Source: an optimization exercise on an open RTL-to-GDS flow (aim: small area and a short achievable clock period). Production flows keep margins and buffers that such runs may drop.
In this exercise RTL edits were held to simulation tests only and were not proved equivalent to the original.
No activity file was given, so power comes from the tool's default toggle rates.

== north ==
## ArithmaticUnit
module ArithmaticUnit(
		input wire clock_i, isWb_i, enable_i,
		input wire [4:0] wbAddress_i,
		input wire [6:0] opCode_i,
		input wire [15:0] pOperand_i, sOperand_i,
		output reg wbEnable_o,
		output reg [4:0] wbAddress_o,
		output reg [15:0] wbData_o,
		output reg [1:0] statusWriteback_o  
    );
Size in the first run: ~450 cells after synthesis, about 24 flip-flops, roughly 71 I/O pins.
==> flow/config.mk <==
export PLATFORM = sky130hd
export DESIGN_NAME = ArithmaticUnit
export DESIGN_NICKNAME = ArithmaticUnit
export VERILOG_FILES = /design/flow/design.v
export SDC_FILE = /design/flow/constraint.sdc
export NUM_CORES = 4
export LEC_CHECK = 0
export CAP_MARGIN = 20
export CORE_MARGIN = 2
export CORE_UTILIZATION = 45
export PLACE_DENSITY = 0.6
export SETUP_SLACK_MARGIN = 2.5
export SLEW_MARGIN = 20
export SYNTH_HIERARCHICAL = 1
export SYNTH_MINIMUM_KEEP_SIZE = 0
==> flow/constraint.sdc <==
create_clock -name core_clock -period 8.0 [get_ports {clock_i}]
set_input_delay 1.6000 -clock core_clock [delete_from_list [all_inputs] [get_ports {clock_i}]]
set_output_delay 1.6000 -clock core_clock [all_outputs]
set_load 0.01 [all_outputs]
standard.sh (not shown) runs the stock make flow with config.mk's settings and CLKGATE_MAP_FILE= SYNTH_SCRIPT=/design/flow/synth_recipe.tcl, a recipe that flattens the netlist after the stock synthesis.
==> flow/flow/run.sh <==
#!/bin/bash
# Standard ORFS layout, with smaller port buffers and free cell resizing.
set -euo pipefail
bash standard.sh MATCH_CELL_FOOTPRINT=0 ABC_LOAD_IN_FF=1 "BUFFER_PORTS_ARGS=-buffer_cell sky130_fd_sc_hd__buf_1" finish > make_finish.log 2>&1
north was carried through to the last stage, and its layout satisfied the timing, DRC and antenna checks.
Input-level comparison between south and north:
Settings: putting GPL_ROUTABILITY_DRIVEN at 0 where nothing was set; clearing PLACE_DENSITY, which used to be 0.6.
Compared with north, south shows first-pass GRT wire length that has gone down slightly.
Lower wire length after detailed routing among north and south: north
Re met2 usage in global routing: north and south aren't equal, and the higher value belongs to south.
Going from north to south, power density normalized to cell area went up; global-route usage down 0.20 points.
south against north: final design area excluding fillers rose by 0.70%, area fraction of clock buffers and clock inverters stayed essentially flat.
[inputs] east vs south
Settings: removing GPL_ROUTABILITY_DRIVEN (formerly 0).
diff --git a/flow/flow/run.sh b/flow/flow/run.sh
--- a/flow/flow/run.sh
+++ b/flow/flow/run.sh
@@ -2 +2,6 @@
-# Standard ORFS layout, with smaller port buffers and free cell resizing.
+# The standard ORFS layout (standard.sh) with three ORFS variables changed:
+#  - ports are buffered with buf_1 (buffer_ports otherwise picks clkdlybuf4s50_1,
+#    a slow delay cell that MATCH_CELL_FOOTPRINT would then keep);
+#  - MATCH_CELL_FOOTPRINT=0, so timing repair may resize cells across footprints;
+#  - ABC_LOAD_IN_FF=1, so ABC maps the one-cell modules to their smallest size.
+# make's output goes to make_finish.log; each ORFS step logs under orfs/logs/.
==> comparison <==
east vs south — clock power share rose 0.2 points. Relative to south, fill cell total of the finished layout has increased by 2.1% in east. Between east and south, it is east whose average wire per standard cell is lower, by about 1.3%. In east, the worst hold slack came out 8.2 ps below the value in south. On clock power, south and east are basically level. In the flow results for south and east, the worst relative slew slack is larger on south. As far as initial antenna violation count goes, south and east are indistinguishable; the numbers are identical.
Setup changes, east to west
==> flow/flow/run.sh <==
#!/bin/bash
# Standard ORFS layout, with smaller port buffers and free cell resizing.
set -euo pipefail
bash standard.sh MATCH_CELL_FOOTPRINT=0 ABC_LOAD_IN_FF=1 "BUFFER_PORTS_ARGS=-buffer_cell sky130_fd_sc_hd__buf_1" finish > make_finish.log 2>&1
As far as synthesized-area fraction occupied by and/or/nand/nor cells goes, west and east are indistinguishable; the numbers are identical.
As far as horizontal die dimension goes, west and east are indistinguishable; the numbers are identical.
Comparing west with east, the largest stage delay on the critical path came out essentially unchanged.
Changes in middle relative to west:
==> flow/flow/run.sh <==
#!/bin/bash
# Standard ORFS layout, with smaller port buffers and free cell resizing.
set -euo pipefail
bash standard.sh MATCH_CELL_FOOTPRINT=0 ABC_LOAD_IN_FF=2 "BUFFER_PORTS_ARGS=-buffer_cell sky130_fd_sc_hd__buf_1" finish > make_finish.log 2>&1
==> comparison <==
In terms of fmax, middle and west differ only marginally. Against west, combinational power in middle rose by a few percent. Reported net switching power deteriorates in middle relative to west. Cell area | middle vs west | middle larger. On width of the chip, west and middle are neck and neck. In the metrics for west and middle, the one carrying the lower number of standard cells in the final layout excluding fillers is west. Higher core utilization among west and middle: middle. middle finished every step from synthesis to the final layout, and the layout passed the timing, DRC and antenna checks. middle against west: actual transition at the worst max-transition pin decreased 290 ps; fraction of area in registers decreased 0.30 points; aggregate routed wire length increased about 2.4%.

[afterwards: timing with drivers on the ports]
The flow's constraints put no driver on any port. The routed layouts listed below were extracted and timed again, unchanged, in two steps.
Step 1 assumes that a clkbuf_16 drives the clock port and a buf_2 every other input.
Step 2 moves the port delays by t, midway between the first and last clock arrival at a register: inputs arrive t later, outputs are due t later. That takes back most of the time a late clock gives input paths.
Three values: no drivers, after step 1, after step 2; two values: the first two.
run | t (ns) | slack for setup (ns) | hold slack, ns | latest minus earliest clock arrival (ns)
north | 0.292 | 2.713 / 2.718 / 2.426 | 1.491 / 1.497 / 1.789 | 0.013 / 0.012
south | 0.290 | 2.668 / 2.675 / 2.384 | 1.499 / 1.502 / 1.792 | 0.004 / 0.005
east | 0.292 | 2.713 / 2.718 / 2.426 | 1.491 / 1.497 / 1.789 | 0.013 / 0.012
west | 0.292 | 2.713 / 2.718 / 2.426 | 1.491 / 1.497 / 1.789 | 0.013 / 0.012
middle | 0.285 | 2.713 / 2.719 / 2.433 | 1.503 / 1.506 / 1.792 | 0.008 / 0.007
After both steps setup and hold are still met in every run listed.
